What follows belongs to an exercise in optimizing a design on an open flow for small area and a short achievable clock period; a production flow would make more cautious choices.
Function not checked in this run: the RTL went through the layout flow alone.
Power figures rest on the tool's default switching activity, not on a simulated workload.

[flow/flow/run.sh]
#!/bin/bash
# The standard layout (the standard.sh: ORFS synthesis through finish),
# with the port buffers made of sky130_fd_sc_hd__buf_1 instead of the
# resizer's default pick.  Every tool's output goes to a log in this folder
# (make's own output to flow_make.log, ORFS's per-step logs under orfs/logs).
set -euo pipefail
export BUFFER_PORTS_ARGS="-buffer_cell sky130_fd_sc_hd__buf_1"
bash standard.sh finish > flow_make.log 2>&1
[flow/standard.sh]
#!/bin/bash
# synth_recipe.tcl (not shown) runs the flow's synth.tcl, then flattens the netlist and writes it again
# the make line also repeats each setting of config.mk as NAME=value (left out here)
make -C /OpenROAD-flow-scripts/flow DESIGN_CONFIG=/design/flow/config.mk WORK_HOME=/design/flow/orfs CLKGATE_MAP_FILE= SYNTH_SCRIPT=/design/flow/synth_recipe.tcl "${@:-finish}"
[flow/config.mk]
export PLATFORM = sky130hd
export DESIGN_NAME = Optimized_Wallace
export DESIGN_NICKNAME = Optimized_Wallace
export VERILOG_FILES = /design/flow/design.v
export SDC_FILE = /design/flow/constraint.sdc
export NUM_CORES = 4
export LEC_CHECK = 0
export CAP_MARGIN = 20
export CORE_MARGIN = 2
export CORE_UTILIZATION = 60
export CTS_BUF_LIST = sky130_fd_sc_hd__clkbuf_16
export CTS_CLUSTER_DIAMETER = 100
export CTS_CLUSTER_SIZE = 25
export SETUP_SLACK_MARGIN = 1.4
export SLEW_MARGIN = 20
export SYNTH_HIERARCHICAL = 1
export SYNTH_MINIMUM_KEEP_SIZE = 0
export TNS_END_PERCENT = 0
[flow/constraint.sdc]
create_clock -name core_clock -period 3.0 [get_ports {clk}]
set_input_delay 0.6000 -clock core_clock [delete_from_list [all_inputs] [get_ports {clk}]]
set_output_delay 0.6000 -clock core_clock [all_outputs]
set_load 0.01 [all_outputs]
[flow/design.v]
`timescale 1ns / 1ps
module fa(input a, b, c, output s, co);
    assign s = a ^ b ^ c;
    assign co = (a & b) | (a & c) | (b & c);
endmodule
module ha(input a, b, output s, co);
    assign s = a ^ b;
    assign co = a & b;
endmodule
module Optimized_Wallace(
    input clk, rst,
    input [15:0] A, B,
    output reg [31:0] PRODUCT
);
    reg [15:0] ra;
    reg rb15;
    reg one0;
    reg two0;
    reg neg0;
    reg one1;
    reg two1;
    reg neg1;
    reg one2;
    reg two2;
    reg neg2;
    reg one3;
    reg two3;
    reg neg3;
    reg one4;
    reg two4;
    reg neg4;
    reg one5;
    reg two5;
    reg neg5;
    reg one6;
    reg two6;
    reg neg6;
    reg one7;
    reg two7;
    reg neg7;
    reg [72:0] r2;
    reg [48:0] r3;
    reg v1, v2, v3;
    wire pp1 = ((one0 & ra[0])) ^ neg0;
    wire pp2 = ((one0 & ra[1]) | (two0 & ra[0])) ^ neg0;
    wire pp3 = ((one0 & ra[2]) | (two0 & ra[1])) ^ neg0;
    wire pp4 = ((one0 & ra[3]) | (two0 & ra[2])) ^ neg0;
    wire pp5 = ((one0 & ra[4]) | (two0 & ra[3])) ^ neg0;
    wire pp6 = ((one0 & ra[5]) | (two0 & ra[4])) ^ neg0;
    wire pp7 = ((one0 & ra[6]) | (two0 & ra[5])) ^ neg0;
    wire pp8 = ((one0 & ra[7]) | (two0 & ra[6])) ^ neg0;
    wire pp9 = ((one0 & ra[8]) | (two0 & ra[7])) ^ neg0;
    wire pp10 = ((one0 & ra[9]) | (two0 & ra[8])) ^ neg0;
    wire pp11 = ((one0 & ra[10]) | (two0 & ra[9])) ^ neg0;
    wire pp12 = ((one0 & ra[11]) | (two0 & ra[10])) ^ neg0;
    wire pp13 = ((one0 & ra[12]) | (two0 & ra[11])) ^ neg0;
    wire pp14 = ((one0 & ra[13]) | (two0 & ra[12])) ^ neg0;
    wire pp15 = ((one0 & ra[14]) | (two0 & ra[13])) ^ neg0;
    wire pp16 = ((one0 & ra[15]) | (two0 & ra[14])) ^ neg0;
    wire pp17 = ((two0 & ra[15])) ^ neg0;
    wire ns18 = ~neg0;
    wire pp19 = ((one1 & ra[0])) ^ neg1;
    wire pp20 = ((one1 & ra[1]) | (two1 & ra[0])) ^ neg1;
    wire pp21 = ((one1 & ra[2]) | (two1 & ra[1])) ^ neg1;
    wire pp22 = ((one1 & ra[3]) | (two1 & ra[2])) ^ neg1;
    wire pp23 = ((one1 & ra[4]) | (two1 & ra[3])) ^ neg1;
    wire pp24 = ((one1 & ra[5]) | (two1 & ra[4])) ^ neg1;
    wire pp25 = ((one1 & ra[6]) | (two1 & ra[5])) ^ neg1;
    wire pp26 = ((one1 & ra[7]) | (two1 & ra[6])) ^ neg1;
    wire pp27 = ((one1 & ra[8]) | (two1 & ra[7])) ^ neg1;
    wire pp28 = ((one1 & ra[9]) | (two1 & ra[8])) ^ neg1;
    wire pp29 = ((one1 & ra[10]) | (two1 & ra[9])) ^ neg1;
    wire pp30 = ((one1 & ra[11]) | (two1 & ra[10])) ^ neg1;
    wire pp31 = ((one1 & ra[12]) | (two1 & ra[11])) ^ neg1;
    wire pp32 = ((one1 & ra[13]) | (two1 & ra[12])) ^ neg1;
    wire pp33 = ((one1 & ra[14]) | (two1 & ra[13])) ^ neg1;
    wire pp34 = ((one1 & ra[15]) | (two1 & ra[14])) ^ neg1;
    wire pp35 = ((two1 & ra[15])) ^ neg1;
    wire ns36 = ~neg1;
    wire pp37 = ((one2 & ra[0])) ^ neg2;
    wire pp38 = ((one2 & ra[1]) | (two2 & ra[0])) ^ neg2;
    wire pp39 = ((one2 & ra[2]) | (two2 & ra[1])) ^ neg2;
    wire pp40 = ((one2 & ra[3]) | (two2 & ra[2])) ^ neg2;
    wire pp41 = ((one2 & ra[4]) | (two2 & ra[3])) ^ neg2;
    wire pp42 = ((one2 & ra[5]) | (two2 & ra[4])) ^ neg2;
    wire pp43 = ((one2 & ra[6]) | (two2 & ra[5])) ^ neg2;
    wire pp44 = ((one2 & ra[7]) | (two2 & ra[6])) ^ neg2;
    wire pp45 = ((one2 & ra[8]) | (two2 & ra[7])) ^ neg2;
    wire pp46 = ((one2 & ra[9]) | (two2 & ra[8])) ^ neg2;
    wire pp47 = ((one2 & ra[10]) | (two2 & ra[9])) ^ neg2;
    wire pp48 = ((one2 & ra[11]) | (two2 & ra[10])) ^ neg2;
    wire pp49 = ((one2 & ra[12]) | (two2 & ra[11])) ^ neg2;
    wire pp50 = ((one2 & ra[13]) | (two2 & ra[12])) ^ neg2;
    wire pp51 = ((one2 & ra[14]) | (two2 & ra[13])) ^ neg2;
    wire pp52 = ((one2 & ra[15]) | (two2 & ra[14])) ^ neg2;
    wire pp53 = ((two2 & ra[15])) ^ neg2;
    wire ns54 = ~neg2;
    wire pp55 = ((one3 & ra[0])) ^ neg3;
    wire pp56 = ((one3 & ra[1]) | (two3 & ra[0])) ^ neg3;
    wire pp57 = ((one3 & ra[2]) | (two3 & ra[1])) ^ neg3;
    wire pp58 = ((one3 & ra[3]) | (two3 & ra[2])) ^ neg3;
    wire pp59 = ((one3 & ra[4]) | (two3 & ra[3])) ^ neg3;
    wire pp60 = ((one3 & ra[5]) | (two3 & ra[4])) ^ neg3;
    wire pp61 = ((one3 & ra[6]) | (two3 & ra[5])) ^ neg3;
    wire pp62 = ((one3 & ra[7]) | (two3 & ra[6])) ^ neg3;
    wire pp63 = ((one3 & ra[8]) | (two3 & ra[7])) ^ neg3;
    wire pp64 = ((one3 & ra[9]) | (two3 & ra[8])) ^ neg3;
    wire pp65 = ((one3 & ra[10]) | (two3 & ra[9])) ^ neg3;
    wire pp66 = ((one3 & ra[11]) | (two3 & ra[10])) ^ neg3;
    wire pp67 = ((one3 & ra[12]) | (two3 & ra[11])) ^ neg3;
    wire pp68 = ((one3 & ra[13]) | (two3 & ra[12])) ^ neg3;
    wire pp69 = ((one3 & ra[14]) | (two3 & ra[13])) ^ neg3;
    wire pp70 = ((one3 & ra[15]) | (two3 & ra[14])) ^ neg3;
    wire pp71 = ((two3 & ra[15])) ^ neg3;
    wire ns72 = ~neg3;
    wire pp73 = ((one4 & ra[0])) ^ neg4;
    wire pp74 = ((one4 & ra[1]) | (two4 & ra[0])) ^ neg4;
    wire pp75 = ((one4 & ra[2]) | (two4 & ra[1])) ^ neg4;
    wire pp76 = ((one4 & ra[3]) | (two4 & ra[2])) ^ neg4;
    wire pp77 = ((one4 & ra[4]) | (two4 & ra[3])) ^ neg4;
    wire pp78 = ((one4 & ra[5]) | (two4 & ra[4])) ^ neg4;
    wire pp79 = ((one4 & ra[6]) | (two4 & ra[5])) ^ neg4;
    wire pp80 = ((one4 & ra[7]) | (two4 & ra[6])) ^ neg4;
    wire pp81 = ((one4 & ra[8]) | (two4 & ra[7])) ^ neg4;
    wire pp82 = ((one4 & ra[9]) | (two4 & ra[8])) ^ neg4;
    wire pp83 = ((one4 & ra[10]) | (two4 & ra[9])) ^ neg4;
    wire pp84 = ((one4 & ra[11]) | (two4 & ra[10])) ^ neg4;
    wire pp85 = ((one4 & ra[12]) | (two4 & ra[11])) ^ neg4;
    wire pp86 = ((one4 & ra[13]) | (two4 & ra[12])) ^ neg4;
    wire pp87 = ((one4 & ra[14]) | (two4 & ra[13])) ^ neg4;
    wire pp88 = ((one4 & ra[15]) | (two4 & ra[14])) ^ neg4;
    wire pp89 = ((two4 & ra[15])) ^ neg4;
    wire ns90 = ~neg4;
    wire pp91 = ((one5 & ra[0])) ^ neg5;
    wire pp92 = ((one5 & ra[1]) | (two5 & ra[0])) ^ neg5;
    wire pp93 = ((one5 & ra[2]) | (two5 & ra[1])) ^ neg5;
    wire pp94 = ((one5 & ra[3]) | (two5 & ra[2])) ^ neg5;
    wire pp95 = ((one5 & ra[4]) | (two5 & ra[3])) ^ neg5;
    wire pp96 = ((one5 & ra[5]) | (two5 & ra[4])) ^ neg5;
    wire pp97 = ((one5 & ra[6]) | (two5 & ra[5])) ^ neg5;
    wire pp98 = ((one5 & ra[7]) | (two5 & ra[6])) ^ neg5;
    wire pp99 = ((one5 & ra[8]) | (two5 & ra[7])) ^ neg5;
    wire pp100 = ((one5 & ra[9]) | (two5 & ra[8])) ^ neg5;
    wire pp101 = ((one5 & ra[10]) | (two5 & ra[9])) ^ neg5;
    wire pp102 = ((one5 & ra[11]) | (two5 & ra[10])) ^ neg5;
    wire pp103 = ((one5 & ra[12]) | (two5 & ra[11])) ^ neg5;
    wire pp104 = ((one5 & ra[13]) | (two5 & ra[12])) ^ neg5;
    wire pp105 = ((one5 & ra[14]) | (two5 & ra[13])) ^ neg5;
    wire pp106 = ((one5 & ra[15]) | (two5 & ra[14])) ^ neg5;
    wire pp107 = ((two5 & ra[15])) ^ neg5;
    wire ns108 = ~neg5;
    wire pp109 = ((one6 & ra[0])) ^ neg6;
    wire pp110 = ((one6 & ra[1]) | (two6 & ra[0])) ^ neg6;
    wire pp111 = ((one6 & ra[2]) | (two6 & ra[1])) ^ neg6;
    wire pp112 = ((one6 & ra[3]) | (two6 & ra[2])) ^ neg6;
    wire pp113 = ((one6 & ra[4]) | (two6 & ra[3])) ^ neg6;
    wire pp114 = ((one6 & ra[5]) | (two6 & ra[4])) ^ neg6;
    wire pp115 = ((one6 & ra[6]) | (two6 & ra[5])) ^ neg6;
    wire pp116 = ((one6 & ra[7]) | (two6 & ra[6])) ^ neg6;
    wire pp117 = ((one6 & ra[8]) | (two6 & ra[7])) ^ neg6;
    wire pp118 = ((one6 & ra[9]) | (two6 & ra[8])) ^ neg6;
    wire pp119 = ((one6 & ra[10]) | (two6 & ra[9])) ^ neg6;
    wire pp120 = ((one6 & ra[11]) | (two6 & ra[10])) ^ neg6;
    wire pp121 = ((one6 & ra[12]) | (two6 & ra[11])) ^ neg6;
    wire pp122 = ((one6 & ra[13]) | (two6 & ra[12])) ^ neg6;
    wire pp123 = ((one6 & ra[14]) | (two6 & ra[13])) ^ neg6;
    wire pp124 = ((one6 & ra[15]) | (two6 & ra[14])) ^ neg6;
    wire pp125 = ((two6 & ra[15])) ^ neg6;
    wire ns126 = ~neg6;
    wire pp127 = ((one7 & ra[0])) ^ neg7;
    wire pp128 = ((one7 & ra[1]) | (two7 & ra[0])) ^ neg7;
    wire pp129 = ((one7 & ra[2]) | (two7 & ra[1])) ^ neg7;
    wire pp130 = ((one7 & ra[3]) | (two7 & ra[2])) ^ neg7;
    wire pp131 = ((one7 & ra[4]) | (two7 & ra[3])) ^ neg7;
    wire pp132 = ((one7 & ra[5]) | (two7 & ra[4])) ^ neg7;
    wire pp133 = ((one7 & ra[6]) | (two7 & ra[5])) ^ neg7;
    wire pp134 = ((one7 & ra[7]) | (two7 & ra[6])) ^ neg7;
    wire pp135 = ((one7 & ra[8]) | (two7 & ra[7])) ^ neg7;
    wire pp136 = ((one7 & ra[9]) | (two7 & ra[8])) ^ neg7;
    wire pp137 = ((one7 & ra[10]) | (two7 & ra[9])) ^ neg7;
    wire pp138 = ((one7 & ra[11]) | (two7 & ra[10])) ^ neg7;
    wire pp139 = ((one7 & ra[12]) | (two7 & ra[11])) ^ neg7;
    wire pp140 = ((one7 & ra[13]) | (two7 & ra[12])) ^ neg7;
    wire pp141 = ((one7 & ra[14]) | (two7 & ra[13])) ^ neg7;
    wire pp142 = ((one7 & ra[15]) | (two7 & ra[14])) ^ neg7;
    wire pp143 = ((two7 & ra[15])) ^ neg7;
    wire ns144 = ~neg7;
    wire pp145 = rb15 & ra[0];
    wire pp146 = rb15 & ra[1];
    wire pp147 = rb15 & ra[2];
    wire pp148 = rb15 & ra[3];
    wire pp149 = rb15 & ra[4];
    wire pp150 = rb15 & ra[5];
    wire pp151 = rb15 & ra[6];
    wire pp152 = rb15 & ra[7];
    wire pp153 = rb15 & ra[8];
    wire pp154 = rb15 & ra[9];
    wire pp155 = rb15 & ra[10];
    wire pp156 = rb15 & ra[11];
    wire pp157 = rb15 & ra[12];
    wire pp158 = rb15 & ra[13];
    wire pp159 = rb15 & ra[14];
    wire pp160 = rb15 & ra[15];
    wire s161, c162;
    fa u_s161 (.a(pp3), .b(pp19), .c(neg1), .s(s161), .co(c162));
    wire s163, c164;
    fa u_s163 (.a(pp5), .b(pp21), .c(pp37), .s(s163), .co(c164));
    wire s165, c166;
    fa u_s165 (.a(pp6), .b(pp22), .c(pp38), .s(s165), .co(c166));
    wire s167, c168;
    fa u_s167 (.a(pp7), .b(pp23), .c(pp39), .s(s167), .co(c168));
    wire s169, c170;
    fa u_s169 (.a(pp8), .b(pp24), .c(pp40), .s(s169), .co(c170));
    wire s171, c172;
    fa u_s171 (.a(pp9), .b(pp25), .c(pp41), .s(s171), .co(c172));
    wire s173, c174;
    fa u_s173 (.a(pp57), .b(pp73), .c(neg4), .s(s173), .co(c174));
    wire s175, c176;
    fa u_s175 (.a(pp10), .b(pp26), .c(pp42), .s(s175), .co(c176));
    wire s177, c178;
    fa u_s177 (.a(pp11), .b(pp27), .c(pp43), .s(s177), .co(c178));
    wire s179, c180;
    fa u_s179 (.a(pp59), .b(pp75), .c(pp91), .s(s179), .co(c180));
    wire s181, c182;
    fa u_s181 (.a(pp12), .b(pp28), .c(pp44), .s(s181), .co(c182));
    wire s183, c184;
    fa u_s183 (.a(pp60), .b(pp76), .c(pp92), .s(s183), .co(c184));
    wire s185, c186;
    fa u_s185 (.a(pp13), .b(pp29), .c(pp45), .s(s185), .co(c186));
    wire s187, c188;
    fa u_s187 (.a(pp61), .b(pp77), .c(pp93), .s(s187), .co(c188));
    wire s189, c190;
    fa u_s189 (.a(pp14), .b(pp30), .c(pp46), .s(s189), .co(c190));
    wire s191, c192;
    fa u_s191 (.a(pp62), .b(pp78), .c(pp94), .s(s191), .co(c192));
    wire s193, c194;
    fa u_s193 (.a(pp15), .b(pp31), .c(pp47), .s(s193), .co(c194));
    wire s195, c196;
    fa u_s195 (.a(pp63), .b(pp79), .c(pp95), .s(s195), .co(c196));
    wire s197, c198;
    fa u_s197 (.a(pp111), .b(pp127), .c(neg7), .s(s197), .co(c198));
    wire s199, c200;
    fa u_s199 (.a(pp16), .b(pp32), .c(pp48), .s(s199), .co(c200));
    wire s201, c202;
    fa u_s201 (.a(pp64), .b(pp80), .c(pp96), .s(s201), .co(c202));
    wire s203, c204;
    ha u_s203 (.a(pp112), .b(pp128), .s(s203), .co(c204));
    wire s205, c206;
    fa u_s205 (.a(pp17), .b(pp33), .c(pp49), .s(s205), .co(c206));
    wire s207, c208;
    fa u_s207 (.a(pp65), .b(pp81), .c(pp97), .s(s207), .co(c208));
    wire s209, c210;
    fa u_s209 (.a(pp113), .b(pp129), .c(pp145), .s(s209), .co(c210));
    wire s211, c212;
    fa u_s211 (.a(neg0), .b(pp34), .c(pp50), .s(s211), .co(c212));
    wire s213, c214;
    fa u_s213 (.a(pp66), .b(pp82), .c(pp98), .s(s213), .co(c214));
    wire s215, c216;
    fa u_s215 (.a(pp114), .b(pp130), .c(pp146), .s(s215), .co(c216));
    wire s217, c218;
    fa u_s217 (.a(neg0), .b(pp35), .c(pp51), .s(s217), .co(c218));
    wire s219, c220;
    fa u_s219 (.a(pp67), .b(pp83), .c(pp99), .s(s219), .co(c220));
    wire s221, c222;
    fa u_s221 (.a(pp115), .b(pp131), .c(pp147), .s(s221), .co(c222));
    wire s223, c224;
    fa u_s223 (.a(ns18), .b(ns36), .c(pp52), .s(s223), .co(c224));
    wire s225, c226;
    fa u_s225 (.a(pp68), .b(pp84), .c(pp100), .s(s225), .co(c226));
    wire s227, c228;
    fa u_s227 (.a(pp116), .b(pp132), .c(pp148), .s(s227), .co(c228));
    wire s229 = ~(pp53 ^ pp69);
    wire c230 = pp53 | pp69;
    wire s231, c232;
    fa u_s231 (.a(pp85), .b(pp101), .c(pp117), .s(s231), .co(c232));
    wire s233, c234;
    ha u_s233 (.a(pp133), .b(pp149), .s(s233), .co(c234));
    wire s235, c236;
    fa u_s235 (.a(ns54), .b(pp70), .c(pp86), .s(s235), .co(c236));
    wire s237, c238;
    fa u_s237 (.a(pp102), .b(pp118), .c(pp134), .s(s237), .co(c238));
    wire s239 = ~(pp71 ^ pp87);
    wire c240 = pp71 | pp87;
    wire s241, c242;
    fa u_s241 (.a(pp103), .b(pp119), .c(pp135), .s(s241), .co(c242));
    wire s243, c244;
    fa u_s243 (.a(ns72), .b(pp88), .c(pp104), .s(s243), .co(c244));
    wire s245, c246;
    fa u_s245 (.a(pp120), .b(pp136), .c(pp152), .s(s245), .co(c246));
    wire s247 = ~(pp89 ^ pp105);
    wire c248 = pp89 | pp105;
    wire s249, c250;
    fa u_s249 (.a(pp121), .b(pp137), .c(pp153), .s(s249), .co(c250));
    wire s251, c252;
    fa u_s251 (.a(ns90), .b(pp106), .c(pp122), .s(s251), .co(c252));
    wire s253 = ~(pp107 ^ pp123);
    wire c254 = pp107 | pp123;
    wire s255, c256;
    fa u_s255 (.a(ns108), .b(pp124), .c(pp140), .s(s255), .co(c256));
    wire s257 = ~(pp125 ^ pp141);
    wire c258 = pp125 | pp141;
    wire s259, c260;
    fa u_s259 (.a(ns126), .b(pp142), .c(pp158), .s(s259), .co(c260));
    wire s261 = ~(pp143 ^ pp159);
    wire c262 = pp143 | pp159;
    wire s263, c264;
    fa u_s263 (.a(c162), .b(pp4), .c(pp20), .s(s263), .co(c264));
    wire s265, c266;
    fa u_s265 (.a(c166), .b(s167), .c(pp55), .s(s265), .co(c266));
    wire s267, c268;
    fa u_s267 (.a(c168), .b(s169), .c(pp56), .s(s267), .co(c268));
    wire s269, c270;
    fa u_s269 (.a(c170), .b(s171), .c(s173), .s(s269), .co(c270));
    wire s271, c272;
    fa u_s271 (.a(c172), .b(c174), .c(s175), .s(s271), .co(c272));
    wire s273, c274;
    fa u_s273 (.a(c176), .b(s177), .c(s179), .s(s273), .co(c274));
    wire s275, c276;
    fa u_s275 (.a(c178), .b(c180), .c(s181), .s(s275), .co(c276));
    wire s277, c278;
    fa u_s277 (.a(c182), .b(c184), .c(s185), .s(s277), .co(c278));
    wire s279, c280;
    fa u_s279 (.a(s187), .b(pp109), .c(neg6), .s(s279), .co(c280));
    wire s281, c282;
    fa u_s281 (.a(c186), .b(c188), .c(s189), .s(s281), .co(c282));
    wire s283, c284;
    ha u_s283 (.a(s191), .b(pp110), .s(s283), .co(c284));
    wire s285, c286;
    fa u_s285 (.a(c190), .b(c192), .c(s193), .s(s285), .co(c286));
    wire s287, c288;
    ha u_s287 (.a(s195), .b(s197), .s(s287), .co(c288));
    wire s289, c290;
    fa u_s289 (.a(c194), .b(c196), .c(c198), .s(s289), .co(c290));
    wire s291, c292;
    fa u_s291 (.a(s199), .b(s201), .c(s203), .s(s291), .co(c292));
    wire s293, c294;
    fa u_s293 (.a(c200), .b(c202), .c(c204), .s(s293), .co(c294));
    wire s295, c296;
    fa u_s295 (.a(s205), .b(s207), .c(s209), .s(s295), .co(c296));
    wire s297, c298;
    fa u_s297 (.a(c206), .b(c208), .c(c210), .s(s297), .co(c298));
    wire s299, c300;
    fa u_s299 (.a(s211), .b(s213), .c(s215), .s(s299), .co(c300));
    wire s301, c302;
    fa u_s301 (.a(c212), .b(c214), .c(c216), .s(s301), .co(c302));
    wire s303, c304;
    fa u_s303 (.a(s217), .b(s219), .c(s221), .s(s303), .co(c304));
    wire s305, c306;
    fa u_s305 (.a(c218), .b(c220), .c(c222), .s(s305), .co(c306));
    wire s307, c308;
    fa u_s307 (.a(s223), .b(s225), .c(s227), .s(s307), .co(c308));
    wire s309, c310;
    fa u_s309 (.a(c224), .b(c226), .c(c228), .s(s309), .co(c310));
    wire s311, c312;
    fa u_s311 (.a(s229), .b(s231), .c(s233), .s(s311), .co(c312));
    wire s313, c314;
    fa u_s313 (.a(c230), .b(c232), .c(c234), .s(s313), .co(c314));
    wire s315, c316;
    fa u_s315 (.a(s235), .b(s237), .c(pp150), .s(s315), .co(c316));
    wire s317, c318;
    fa u_s317 (.a(c236), .b(c238), .c(s239), .s(s317), .co(c318));
    wire s319, c320;
    ha u_s319 (.a(s241), .b(pp151), .s(s319), .co(c320));
    wire s321, c322;
    fa u_s321 (.a(c240), .b(c242), .c(s243), .s(s321), .co(c322));
    wire s323, c324;
    fa u_s323 (.a(c244), .b(c246), .c(s247), .s(s323), .co(c324));
    wire s325, c326;
    fa u_s325 (.a(c248), .b(c250), .c(s251), .s(s325), .co(c326));
    wire s327, c328;
    fa u_s327 (.a(c252), .b(s253), .c(pp139), .s(s327), .co(c328));
    wire s329, c330;
    fa u_s329 (.a(c254), .b(s255), .c(pp156), .s(s329), .co(c330));
    wire s331, c332;
    fa u_s331 (.a(c256), .b(s257), .c(pp157), .s(s331), .co(c332));
    wire s333, c334;
    fa u_s333 (.a(c262), .b(ns144), .c(pp160), .s(s333), .co(c334));
    wire s335, c336;
    fa u_s335 (.a(c264), .b(s163), .c(neg2), .s(s335), .co(c336));
    wire s337, c338;
    fa u_s337 (.a(c270), .b(s271), .c(pp58), .s(s337), .co(c338));
    wire s339, c340;
    fa u_s339 (.a(c272), .b(s273), .c(neg5), .s(s339), .co(c340));
    wire s341, c342;
    fa u_s341 (.a(c274), .b(s275), .c(s183), .s(s341), .co(c342));
    wire s343, c344;
    fa u_s343 (.a(c276), .b(s277), .c(s279), .s(s343), .co(c344));
    wire s345, c346;
    fa u_s345 (.a(c278), .b(c280), .c(s281), .s(s345), .co(c346));
    wire s347, c348;
    fa u_s347 (.a(c282), .b(c284), .c(s285), .s(s347), .co(c348));
    wire s349, c350;
    fa u_s349 (.a(c286), .b(c288), .c(s289), .s(s349), .co(c350));
    wire s351, c352;
    fa u_s351 (.a(c290), .b(c292), .c(s293), .s(s351), .co(c352));
    wire s353, c354;
    fa u_s353 (.a(c294), .b(c296), .c(s297), .s(s353), .co(c354));
    wire s355, c356;
    fa u_s355 (.a(c298), .b(c300), .c(s301), .s(s355), .co(c356));
    wire s357, c358;
    fa u_s357 (.a(c302), .b(c304), .c(s305), .s(s357), .co(c358));
    wire s359, c360;
    fa u_s359 (.a(c306), .b(c308), .c(s309), .s(s359), .co(c360));
    wire s361, c362;
    fa u_s361 (.a(c310), .b(c312), .c(s313), .s(s361), .co(c362));
    wire s363, c364;
    fa u_s363 (.a(c314), .b(c316), .c(s317), .s(s363), .co(c364));
    wire s365, c366;
    fa u_s365 (.a(c318), .b(c320), .c(s321), .s(s365), .co(c366));
    wire s367, c368;
    fa u_s367 (.a(c322), .b(s323), .c(s249), .s(s367), .co(c368));
    wire s369, c370;
    fa u_s369 (.a(c324), .b(s325), .c(pp138), .s(s369), .co(c370));
    wire s371, c372;
    fa u_s371 (.a(c326), .b(s327), .c(pp155), .s(s371), .co(c372));
    wire s373, c374;
    fa u_s373 (.a(c332), .b(c258), .c(s259), .s(s373), .co(c374));
    wire s375, c376;
    fa u_s375 (.a(r2[6]), .b(r2[7]), .c(r2[8]), .s(s375), .co(c376));
    wire s377, c378;
    ha u_s377 (.a(r2[9]), .b(r2[10]), .s(s377), .co(c378));
    wire s379, c380;
    ha u_s379 (.a(r2[11]), .b(r2[12]), .s(s379), .co(c380));
    wire s381, c382;
    ha u_s381 (.a(r2[13]), .b(r2[14]), .s(s381), .co(c382));
    wire s383, c384;
    ha u_s383 (.a(r2[15]), .b(r2[16]), .s(s383), .co(c384));
    wire s385, c386;
    ha u_s385 (.a(r2[17]), .b(r2[18]), .s(s385), .co(c386));
    wire s387, c388;
    ha u_s387 (.a(r2[19]), .b(r2[20]), .s(s387), .co(c388));
    wire s389, c390;
    ha u_s389 (.a(r2[21]), .b(r2[22]), .s(s389), .co(c390));
    wire s391, c392;
    fa u_s391 (.a(r2[23]), .b(r2[24]), .c(r2[25]), .s(s391), .co(c392));
    wire s393, c394;
    fa u_s393 (.a(r2[26]), .b(r2[27]), .c(r2[28]), .s(s393), .co(c394));
    wire s395, c396;
    fa u_s395 (.a(r2[29]), .b(r2[30]), .c(r2[31]), .s(s395), .co(c396));
    wire s397, c398;
    fa u_s397 (.a(r2[32]), .b(r2[33]), .c(r2[34]), .s(s397), .co(c398));
    wire s399, c400;
    fa u_s399 (.a(r2[35]), .b(r2[36]), .c(r2[37]), .s(s399), .co(c400));
    wire s401, c402;
    fa u_s401 (.a(r2[38]), .b(r2[39]), .c(r2[40]), .s(s401), .co(c402));
    wire s403, c404;
    fa u_s403 (.a(r2[41]), .b(r2[42]), .c(r2[43]), .s(s403), .co(c404));
    wire s405, c406;
    fa u_s405 (.a(r2[44]), .b(r2[45]), .c(r2[46]), .s(s405), .co(c406));
    wire s407, c408;
    fa u_s407 (.a(r2[47]), .b(r2[48]), .c(r2[49]), .s(s407), .co(c408));
    wire s409, c410;
    fa u_s409 (.a(r2[50]), .b(r2[51]), .c(r2[52]), .s(s409), .co(c410));
    wire s411, c412;
    fa u_s411 (.a(r2[53]), .b(r2[54]), .c(r2[55]), .s(s411), .co(c412));
    wire s413, c414;
    ha u_s413 (.a(r2[56]), .b(r2[57]), .s(s413), .co(c414));
    wire s415, c416;
    fa u_s415 (.a(r2[58]), .b(r2[59]), .c(r2[60]), .s(s415), .co(c416));
    wire s417, c418;
    ha u_s417 (.a(r2[61]), .b(r2[62]), .s(s417), .co(c418));
    wire s419, c420;
    fa u_s419 (.a(r2[63]), .b(r2[64]), .c(r2[65]), .s(s419), .co(c420));
    wire s421, c422;
    ha u_s421 (.a(r2[66]), .b(r2[67]), .s(s421), .co(c422));
    wire s423, c424;
    fa u_s423 (.a(r2[69]), .b(r2[70]), .c(r2[71]), .s(s423), .co(c424));
    wire g425, p426;
    ha u_p426 (.a(r2[0]), .b(r2[1]), .s(p426), .co(g425));
    wire g427, p428;
    ha u_p428 (.a(c376), .b(s377), .s(p428), .co(g427));
    wire g429, p430;
    ha u_p430 (.a(c378), .b(s379), .s(p430), .co(g429));
    wire g431, p432;
    ha u_p432 (.a(c380), .b(s381), .s(p432), .co(g431));
    wire g433, p434;
    ha u_p434 (.a(c382), .b(s383), .s(p434), .co(g433));
    wire g435, p436;
    ha u_p436 (.a(c384), .b(s385), .s(p436), .co(g435));
    wire g437, p438;
    ha u_p438 (.a(c386), .b(s387), .s(p438), .co(g437));
    wire g439, p440;
    ha u_p440 (.a(c388), .b(s389), .s(p440), .co(g439));
    wire g441, p442;
    ha u_p442 (.a(c390), .b(s391), .s(p442), .co(g441));
    wire g443, p444;
    ha u_p444 (.a(c392), .b(s393), .s(p444), .co(g443));
    wire g445, p446;
    ha u_p446 (.a(c394), .b(s395), .s(p446), .co(g445));
    wire g447, p448;
    ha u_p448 (.a(c396), .b(s397), .s(p448), .co(g447));
    wire g449, p450;
    ha u_p450 (.a(c398), .b(s399), .s(p450), .co(g449));
    wire g451, p452;
    ha u_p452 (.a(c400), .b(s401), .s(p452), .co(g451));
    wire g453, p454;
    ha u_p454 (.a(c402), .b(s403), .s(p454), .co(g453));
    wire g455, p456;
    ha u_p456 (.a(c404), .b(s405), .s(p456), .co(g455));
    wire g457, p458;
    ha u_p458 (.a(c406), .b(s407), .s(p458), .co(g457));
    wire g459, p460;
    ha u_p460 (.a(c408), .b(s409), .s(p460), .co(g459));
    wire g461, p462;
    ha u_p462 (.a(c410), .b(s411), .s(p462), .co(g461));
    wire g463, p464;
    ha u_p464 (.a(c412), .b(s413), .s(p464), .co(g463));
    wire g465, p466;
    ha u_p466 (.a(c414), .b(s415), .s(p466), .co(g465));
    wire g467, p468;
    ha u_p468 (.a(c416), .b(s417), .s(p468), .co(g467));
    wire g469, p470;
    ha u_p470 (.a(c418), .b(s419), .s(p470), .co(g469));
    wire g471, p472;
    ha u_p472 (.a(c420), .b(s421), .s(p472), .co(g471));
    wire g473, p474;
    ha u_p474 (.a(c422), .b(r2[68]), .s(p474), .co(g473));
    wire g475, p476;
    ha u_p476 (.a(c424), .b(r2[72]), .s(p476), .co(g475));
    wire t477 = p426 | g425;
    wire t478 = p428 | g427;
    wire t479 = p430 | g429;
    wire t480 = p432 | g431;
    wire t481 = p434 | g433;
    wire t482 = p436 | g435;
    wire t483 = p438 | g437;
    wire t484 = p440 | g439;
    wire t485 = p442 | g441;
    wire t486 = p444 | g443;
    wire t487 = p446 | g445;
    wire G488 = 1'b0 | (r2[2] & g425);
    wire P489 = r2[2] & t477;
    wire G490 = 1'b0 | (r2[4] & 1'b0);
    wire P491 = r2[4] & r2[3];
    wire G492 = 1'b0 | (s375 & 1'b0);
    wire P493 = s375 & r2[5];
    wire G494 = g429 | (t479 & g427);
    wire P495 = t479 & t478;
    wire G496 = g433 | (t481 & g431);
    wire P497 = t481 & t480;
    wire G498 = g437 | (t483 & g435);
    wire P499 = t483 & t482;
    wire G500 = g441 | (t485 & g439);
    wire P501 = t485 & t484;
    wire G502 = g445 | (t487 & g443);
    wire P503 = t487 & t486;
    wire G504 = 1'b0 | (r2[3] & G488);
    wire P505 = r2[3] & P489;
    wire G506 = G490 | (P491 & G488);
    wire P507 = P491 & P489;
    wire G508 = g427 | (t478 & G492);
    wire P509 = t478 & P493;
    wire G510 = G494 | (P495 & G492);
    wire P511 = P495 & P493;
    wire G512 = g435 | (t482 & G496);
    wire P513 = t482 & P497;
    wire G514 = G498 | (P499 & G496);
    wire P515 = P499 & P497;
    wire G516 = g443 | (t486 & G500);
    wire P517 = t486 & P501;
    wire G518 = G502 | (P503 & G500);
    wire P519 = P503 & P501;
    wire G520 = 1'b0 | (r2[5] & G506);
    wire P521 = r2[5] & P507;
    wire G522 = G492 | (P493 & G506);
    wire P523 = P493 & P507;
    wire G524 = G508 | (P509 & G506);
    wire P525 = P509 & P507;
    wire G526 = G510 | (P511 & G506);
    wire P527 = P511 & P507;
    wire G528 = g439 | (t484 & G514);
    wire P529 = t484 & P515;
    wire G530 = G500 | (P501 & G514);
    wire P531 = P501 & P515;
    wire G532 = G516 | (P517 & G514);
    wire P533 = P517 & P515;
    wire G534 = G518 | (P519 & G514);
    wire P535 = P519 & P515;
    wire G536 = g431 | (t480 & G526);
    wire P537 = t480 & P527;
    wire G538 = G496 | (P497 & G526);
    wire P539 = P497 & P527;
    wire G540 = G512 | (P513 & G526);
    wire P541 = P513 & P527;
    wire G542 = G514 | (P515 & G526);
    wire P543 = P515 & P527;
    wire G544 = G528 | (P529 & G526);
    wire P545 = P529 & P527;
    wire G546 = G530 | (P531 & G526);
    wire P547 = P531 & P527;
    wire G548 = G532 | (P533 & G526);
    wire P549 = P533 & P527;
    wire G550 = G534 | (P535 & G526);
    wire P551 = P535 & P527;
    wire sum552 = p426;
    wire sum553 = r2[2] ^ g425;
    wire sum554 = r2[3] ^ G488;
    wire sum555 = r2[4] ^ G504;
    wire sum556 = r2[5] ^ G506;
    wire sum557 = s375 ^ G520;
    wire sum558 = p428 ^ G522;
    wire sum559 = p430 ^ G524;
    wire sum560 = p432 ^ G526;
    wire sum561 = p434 ^ G536;
    wire sum562 = p436 ^ G538;
    wire sum563 = p438 ^ G540;
    wire sum564 = p440 ^ G542;
    wire sum565 = p442 ^ G544;
    wire sum566 = p444 ^ G546;
    wire sum567 = p446 ^ G548;
    wire t568 = r3[17] | r3[18];
    wire t569 = r3[19] | r3[20];
    wire t570 = r3[21] | r3[22];
    wire t571 = r3[23] | r3[24];
    wire t572 = r3[25] | r3[26];
    wire t573 = r3[27] | r3[28];
    wire t574 = r3[29] | r3[30];
    wire t575 = r3[31] | r3[32];
    wire t576 = r3[33] | r3[34];
    wire t577 = r3[35] | r3[36];
    wire t578 = r3[37] | r3[38];
    wire t579 = r3[39] | r3[40];
    wire t580 = r3[41] | r3[42];
    wire t581 = r3[43] | r3[44];
    wire t582 = r3[45] | r3[46];
    wire t583 = r3[47] | r3[48];
    wire g584 = r3[18] | (r3[17] & r3[16]);
    wire G585 = r3[20] | (t569 & g584);
    wire P586 = t569 & t568;
    wire G587 = r3[24] | (t571 & r3[22]);
    wire P588 = t571 & t570;
    wire G589 = r3[28] | (t573 & r3[26]);
    wire P590 = t573 & t572;
    wire G591 = r3[32] | (t575 & r3[30]);
    wire P592 = t575 & t574;
    wire G593 = r3[36] | (t577 & r3[34]);
    wire P594 = t577 & t576;
    wire G595 = r3[40] | (t579 & r3[38]);
    wire P596 = t579 & t578;
    wire G597 = r3[44] | (t581 & r3[42]);
    wire P598 = t581 & t580;
    wire G599 = r3[48] | (t583 & r3[46]);
    wire P600 = t583 & t582;
    wire G601 = G587 | (P588 & G585);
    wire P602 = P588 & P586;
    wire G603 = G591 | (P592 & G589);
    wire P604 = P592 & P590;
    wire G605 = G595 | (P596 & G593);
    wire P606 = P596 & P594;
    wire G607 = G599 | (P600 & G597);
    wire P608 = P600 & P598;
    wire G609 = G603 | (P604 & G601);
    wire P610 = P604 & P602;
    wire G611 = G607 | (P608 & G605);
    wire P612 = P608 & P606;
    wire G613 = G611 | (P612 & G609);
    wire P614 = P612 & P610;
    wire G615 = G605 | (P606 & G609);
    wire P616 = P606 & P610;
    wire G617 = G589 | (P590 & G601);
    wire P618 = P590 & P602;
    wire G619 = G593 | (P594 & G609);
    wire P620 = P594 & P610;
    wire G621 = G597 | (P598 & G615);
    wire P622 = P598 & P616;
    wire G623 = r3[22] | (t570 & G585);
    wire P624 = t570 & P586;
    wire G625 = r3[26] | (t572 & G601);
    wire P626 = t572 & P602;
    wire G627 = r3[30] | (t574 & G617);
    wire P628 = t574 & P618;
    wire G629 = r3[34] | (t576 & G609);
    wire P630 = t576 & P610;
    wire G631 = r3[38] | (t578 & G619);
    wire P632 = t578 & P620;
    wire G633 = r3[42] | (t580 & G615);
    wire P634 = t580 & P616;
    wire G635 = r3[46] | (t582 & G621);
    wire P636 = t582 & P622;
    wire sum637 = r3[17] ^ r3[16];
    wire sum638 = r3[19] ^ g584;
    wire sum639 = r3[21] ^ G585;
    wire sum640 = r3[23] ^ G623;
    wire sum641 = r3[25] ^ G601;
    wire sum642 = r3[27] ^ G625;
    wire sum643 = r3[29] ^ G617;
    wire sum644 = r3[31] ^ G627;
    wire sum645 = r3[33] ^ G609;
    wire sum646 = r3[35] ^ G629;
    wire sum647 = r3[37] ^ G619;
    wire sum648 = r3[39] ^ G631;
    wire sum649 = r3[41] ^ G615;
    wire sum650 = r3[43] ^ G633;
    wire sum651 = r3[45] ^ G621;
    wire sum652 = r3[47] ^ G635;
    wire [31:0] sum = {sum652, sum651, sum650, sum649, sum648, sum647, sum646, sum645, sum644, sum643, sum642, sum641, sum640, sum639, sum638, sum637, r3[15], r3[14], r3[13], r3[12], r3[11], r3[10], r3[9], r3[8], r3[7], r3[6], r3[5], r3[4], r3[3], r3[2], r3[1], r3[0]};
    always @(posedge clk or posedge rst) begin
        if (rst) begin
            v1 <= 1'b0; v2 <= 1'b0; v3 <= 1'b0;
            PRODUCT <= 32'd0;
        end else begin
            v1 <= 1'b1; v2 <= v1; v3 <= v2;
            PRODUCT <= sum & {32{v3}};
        end
    end
    always @(posedge clk) begin
        ra <= A;
        rb15 <= B[15];
        one0 <= B[0] ^ 1'b0;
        two0 <= (B[1] & ~B[0] & ~1'b0) | (~B[1] & B[0] & 1'b0);
        neg0 <= B[1] & ~(B[0] & 1'b0);
        one1 <= B[2] ^ B[1];
        two1 <= (B[3] & ~B[2] & ~B[1]) | (~B[3] & B[2] & B[1]);
        neg1 <= B[3] & ~(B[2] & B[1]);
        one2 <= B[4] ^ B[3];
        two2 <= (B[5] & ~B[4] & ~B[3]) | (~B[5] & B[4] & B[3]);
        neg2 <= B[5] & ~(B[4] & B[3]);
        one3 <= B[6] ^ B[5];
        two3 <= (B[7] & ~B[6] & ~B[5]) | (~B[7] & B[6] & B[5]);
        neg3 <= B[7] & ~(B[6] & B[5]);
        one4 <= B[8] ^ B[7];
        two4 <= (B[9] & ~B[8] & ~B[7]) | (~B[9] & B[8] & B[7]);
        neg4 <= B[9] & ~(B[8] & B[7]);
        one5 <= B[10] ^ B[9];
        two5 <= (B[11] & ~B[10] & ~B[9]) | (~B[11] & B[10] & B[9]);
        neg5 <= B[11] & ~(B[10] & B[9]);
        one6 <= B[12] ^ B[11];
        two6 <= (B[13] & ~B[12] & ~B[11]) | (~B[13] & B[12] & B[11]);
        neg6 <= B[13] & ~(B[12] & B[11]);
        one7 <= B[14] ^ B[13];
        two7 <= (B[15] & ~B[14] & ~B[13]) | (~B[15] & B[14] & B[13]);
        neg7 <= B[15] & ~(B[14] & B[13]);
        r2 <= {s333, s261, c260, c374, s373, s331, c330, s329, c328, c372, s371, c370, pp154, s369, c368, s367, c366, s245, s365, c364, s319, s363, c362, s315, s361, c360, s311, s359, c358, s307, s357, c356, s303, s355, c354, s299, s353, c352, s295, s351, c350, s291, s349, c348, s287, s347, c346, s283, s345, c344, s343, c342, s341, c340, s339, c338, pp74, s337, s269, c268, s267, c266, neg3, s265, s165, c164, c336, s335, s263, s161, pp2, neg0, pp1};
        r3 <= {g475, p476, 1'b0, s423, g473, p474, g471, p472, g469, p470, g467, p468, g465, p466, g463, p464, g461, p462, g459, p460, g457, p458, g455, p456, g453, p454, g451, p452, g449, p450, g447, p448, G550, sum567, sum566, sum565, sum564, sum563, sum562, sum561, sum560, sum559, sum558, sum557, sum556, sum555, sum554, sum553, sum552};
    end
endmodule
==> results.txt <==
The run finished with no timing, DRC or antenna violations. The average wire per standard cell came out at 20.1 µm. The CTS buffer count came out at 17. The initial utilization of the core area, before any placement, comes to 0.606. The number of enable-type register cells in the synthesized netlist came out at 0. The die area is 19100 µm². The core region area is about 18000 µm². The normalized max-slew margin is 0.404.

Setup repair after global routing could not meet its margin everywhere. The CTS clock-pin slew for the worst setup and hold paths is approximately 0.08 ns. The global placer's final weighted congestion came out at 0.882. Power spread over the standard cell area amounts to approximately 930 nW/µm². Summing over every cut layer, the via total after detailed routing is around 7000. The critical path goes through buf_6 > a22oi_1 > xnor2_1 > fa_1 > fa_1 > fa_1. The number of nets with antenna violations after routing came out at 0. The number of global-route vias before repair came out at 7532.

The share of synthesized area occupied by flip-flops and latches is 0.379. Input and output buffers added on the ports amount to 65. TritonCTS built the clock tree. The I/O pin total came out at 66.

STA classifies the critical path startpoint as a flop. The placed instances occupy a cell area of between 10000 and 15000 µm². The largest driver fanout on the critical path is 11. The routed wire length is 24500 µm. The slowest stage of the critical path is the sky130_fd_sc_hd__fa_1 cell. The final setup violation count came out at 0.

In the routed design, unresolved DRC markers number 0. The post-layout instance count excluding filler cells is 1219. The mean instance size in the synthesized netlist came out at between 10 and 15 µm².

The count of TritonRoute iterations in the first routing pass came out at 6. The critical path starts at ra[6]. Across the whole layout, storage elements account for around 4100 µm². Dividing the detail-routed via count by the number of cells gives 5.74. The fraction of synthesis flops using an asynchronous set or reset pin came out at 0.179. With fillers left out, the area of the finished cells amounts to between 10000 and 15000 µm². The fill cell total of the finished layout is between 1000 and 1500. The initial antenna violation count is 0. Summing internal, switching and leakage power gives 11.7 mW.

Synthesis instantiated between 40 and 50 different standard cells from the library. Of the available clock period, the critical path in the final layout requires 0.832. The global routing usage summed across all routing layers is 0.266.

The first global-routing pass estimated 40100 µm of wire. Broken down by cell family, the worst path's largest delay share belongs to adder cells. The tree is rooted in a sky130_fd_sc_hd__clkbuf_16. By startpoint and endpoint, the worst setup path is classified as reg -> reg. The largest single stage delay on the critical path is 0.48 ns. Summed over all layers, the global routing overflow is 0. At the pin with the least slew margin, the transition time is between 0.8 and 0.9 ns. The startpoint identified for the worst register-to-register timing path is ra[6]. The smallest clock period supported by the final layout is computed as approximately 2.5 ns. The top achievable clock speed came out at ~400 MHz.

At the end of the flow, the number of nets in the layout was about 1200. The worst-case register-to-register setup slack came out at about 0.5 ns. The count of maximum capacitance violations came out at 0. The DRC violation total after the first TritonRoute iteration came out at approximately 660. The share of cells above drive strength 1 is 0.158. The final sum of negative setup slack came out at 0 ns. The number of buffers and inverters on the critical path is 1. The tightest min-delay check is of the in -> async type.

The later pin in the worst-skew pair is clocked with a latency of around 0.44 ns. The endpoint required time on the critical path is between 3 and 4 ns. The die extent in y came out at between 100 and 150 µm. The cell row count came out at between 40 and 50. Across the VDD grid, the largest voltage drop is 0.499 mV. The maximum number of pins on one net before global-route repair came out at 40. The cell that appears most often on the critical path is sky130_fd_sc_hd__fa_1. The worst setup path is captured at a flop. The number of sinks handled by clock tree synthesis is ~200. Counting flops and latches in the post-synthesis netlist gives 196. The total instance count after detailed placement is roughly 1200. The number of levels in the clock H-tree came out at 4.

The hold-fix buffer count after cts is 0. The final hold violation count came out at 0. The count of mapped cells out of synthesis is just over 900. The post-detailed-placement half-perimeter wirelength came out at 16900 µm. The number of diodes came out at 0.

The clock passes through at most 2 buffers. The commonest register cell after synthesis is sky130_fd_sc_hd__dfxtp_1. The synthesized netlist occupies a cell area of about 11000 µm². The number of warnings printed during yosys synthesis came out at 7.

Across the routed clock network, the largest skew measured is around 0.014 ns. Counting every net in the synthesized netlist gives approximately 1100. From synthesis to final layout, the design area changed by 16.2%. The die is between 100 and 150 µm wide.

The number of pins with negative max-slew slack in the final report is 0. The combined area of the multi-input logic cells is 6560 µm². The critical path arrival is 2.80 ns. In this run the static leakage power is 5.05 nW.
-- per-stage QoR --
stage          setup slack (ns)  hold slack (ns)   util
3_3_place_gp              0.145            0.343  0.642
2_1_floorplan             0.581            0.330      -
6_report                  0.503            0.210  0.705
4_1_cts                   0.539            0.224  0.693
3_5_place_dp             0.0803            0.342  0.642
5_1_grt                   0.458            0.231  0.705
-- where the power goes --
| part | total, mW | switching [mW] | internal (mW) |
|---|---|---|---|
| Combinational | 5.25 | 2.77 | 2.48 |
| Clock | 2.29 | 1.16 | 1.14 |
| Sequential | 4.15 | 0.492 | 3.66 |
| Total | 11.7 | 4.42 | 7.28 |
-- placed cells by master (no fill, tap or decap), types with 3 or more instances in the layout --
cell and count:
sky130_fd_sc_hd__a21oi_1 16, sky130_fd_sc_hd__a22oi_1 92, sky130_fd_sc_hd__a22oi_2 28, sky130_fd_sc_hd__and2_1 41, sky130_fd_sc_hd__and3_1 3, sky130_fd_sc_hd__buf_1 65
sky130_fd_sc_hd__buf_12 9, sky130_fd_sc_hd__buf_4 20, sky130_fd_sc_hd__buf_6 16, sky130_fd_sc_hd__buf_8 7, sky130_fd_sc_hd__clkbuf_16 18, sky130_fd_sc_hd__clkinv_8 6
sky130_fd_sc_hd__dfrtp_1 35, sky130_fd_sc_hd__dfxtp_1 151, sky130_fd_sc_hd__dfxtp_4 9, sky130_fd_sc_hd__fa_1 98, sky130_fd_sc_hd__fa_2 13, sky130_fd_sc_hd__ha_1 59
sky130_fd_sc_hd__inv_1 25, sky130_fd_sc_hd__inv_6 4, sky130_fd_sc_hd__mux2i_1 4, sky130_fd_sc_hd__nand2_1 28, sky130_fd_sc_hd__nand2b_1 13, sky130_fd_sc_hd__nand3_1 3
sky130_fd_sc_hd__nand3b_1 7, sky130_fd_sc_hd__nor2_1 7, sky130_fd_sc_hd__nor2b_1 11, sky130_fd_sc_hd__o21ai_0 12, sky130_fd_sc_hd__o21bai_1 3, sky130_fd_sc_hd__xnor2_1 131
sky130_fd_sc_hd__xnor2_2 12, sky130_fd_sc_hd__xor2_1 11
-- what timing repair did --
item / 4_1_cts / 5_1_grt
pin swaps: 18 / 10
setup buffers: 8 / 1
endpoints found under the hold margin: 0 / 0
resized for setup: 59 / 39
endpoints found under the setup margin: 82 / 82
cloned: 0 / 1
-- tightest hold or removal path, stage by stage --
cell and delay, ns:
sky130_fd_sc_hd__buf_1 0.07, sky130_fd_sc_hd__inv_1 0.04, sky130_fd_sc_hd__buf_4 0.36
-- per-layer routing --
layer / vias to the layer above / track usage / part of all wire
met1: 3412 / 0.373 / 0.44
met3: 42 / 0.0464 / 0.081
met4: 0 / 0.0924 / 0.020
met2: 355 / 0.423 / 0.46
li1: 3190 / - / -
met5: - / 0 / 0
-- cell usage after synthesis, types with 3 or more instances --
| library cell | n | area (µm²) |
|---|---|---|
| sky130_fd_sc_hd__o21bai_1 | 3 | 22.5 |
| sky130_fd_sc_hd__mux2i_1 | 4 | 40.0 |
| sky130_fd_sc_hd__a22oi_1 | 120 | 901 |
| sky130_fd_sc_hd__nor2_1 | 7 | 26.3 |
| sky130_fd_sc_hd__nand2_1 | 28 | 105 |
| sky130_fd_sc_hd__and3_1 | 3 | 18.8 |
| sky130_fd_sc_hd__fa_1 | 111 | 2220 |
| sky130_fd_sc_hd__nand3b_1 | 7 | 52.6 |
| sky130_fd_sc_hd__and2_1 | 41 | 257 |
| sky130_fd_sc_hd__a21oi_1 | 16 | 80.1 |
| sky130_fd_sc_hd__xor2_1 | 11 | 96.3 |
| sky130_fd_sc_hd__dfrtp_1 | 35 | 876 |
| sky130_fd_sc_hd__nand3_1 | 3 | 15.0 |
| sky130_fd_sc_hd__nor2b_1 | 11 | 68.8 |
| sky130_fd_sc_hd__o21ai_0 | 12 | 60.1 |
| sky130_fd_sc_hd__clkbuf_1 | 77 | 289 |
| sky130_fd_sc_hd__inv_1 | 25 | 93.8 |
| sky130_fd_sc_hd__ha_1 | 59 | 738 |
| sky130_fd_sc_hd__xnor2_1 | 143 | 1250 |
| sky130_fd_sc_hd__dfxtp_1 | 161 | 3220 |
| sky130_fd_sc_hd__buf_2 | 8 | 40.0 |
| sky130_fd_sc_hd__nand2b_1 | 13 | 81.3 |
-- Yosys stat by module (local to each module, per instance) --
| module | flops+latches | cells | times used |
|---|---|---|---|
| Optimized_Wallace | 196 | 773 | 1 |
| fa | 0 | 1 | 111 |
| ha | 0 | 1 | 41 |
-- cells by family (layout without fill, tap and decap cells) --
| kind of cell | count (synthesis) | in the layout | synth area share |
|---|---|---|---|
| AO/OA/AOI/OAI | 170 | 170 | 0.117 |
| XOR/XNOR | 154 | 154 | 0.125 |
| adder cells (fa/ha/maj) | 170 | 170 | 0.274 |
| buffers and inverters | 110 | 175 | 0.0391 |
| flip-flops | 196 | 196 | 0.379 |
| multiplexers | 5 | 5 | 0.00474 |
| other | 1 | 1 | 0.000347 |
| AND/OR/NAND/NOR | 119 | 119 | 0.0618 |
-- cell type report --
type,count,area share
Clock inverter,15,0.0148
Sequential cell,196,0.329
Inverter,25,0.00747
Tap cell,229,0.0228
Clock buffer,17,0.0338
Timing Repair Buffer,118,0.0704
Multi-Input combinational cell,619,0.522
-- state kept, by name, summed over array words and instances, names as in the netlist, 16 cells and up --
register  flops
ra           16
r2           73
PRODUCT      32
r3           47
-- path summary, 6_finish.rpt --
check,end,cells after the start
max,r2[15],6
min in group core_clock,ra[13],1
max in group asynchronous,PRODUCT[12],3
max reg2reg,r2[15],6
min,PRODUCT[20],3
min reg2reg,v2,0

==> afterwards: timing with drivers on the ports <==
In the flow no input, the clock included, has a driving cell. The finished layout below was timed again as built, in two steps.
Step 1 (the two cells are an assumption about what drives the block):
set clk [get_ports {clk}]
set_driving_cell -lib_cell sky130_fd_sc_hd__clkbuf_16 $clk
set_driving_cell -lib_cell sky130_fd_sc_hd__buf_2 [delete_from_list [all_inputs] $clk]
Step 2, shift: input delay + t, output delay - t, t = (earliest + latest rising clock arrival at the registers) / 2. This alone moves slack from input paths to output paths.
Slacks: ideal ports / drivers / drivers and shift; pairs: ideal ports / drivers.
shift t [ns]: 0.478
slack for setup (ns): 0.503 / 0.503 / 0.503
worst slew at a driven data input, ns: 0.04
After both steps setup and hold are still met in this run. For this run, drivers alone change the setup slack by 0.000 ns; drivers and shift together by 0.000 ns.
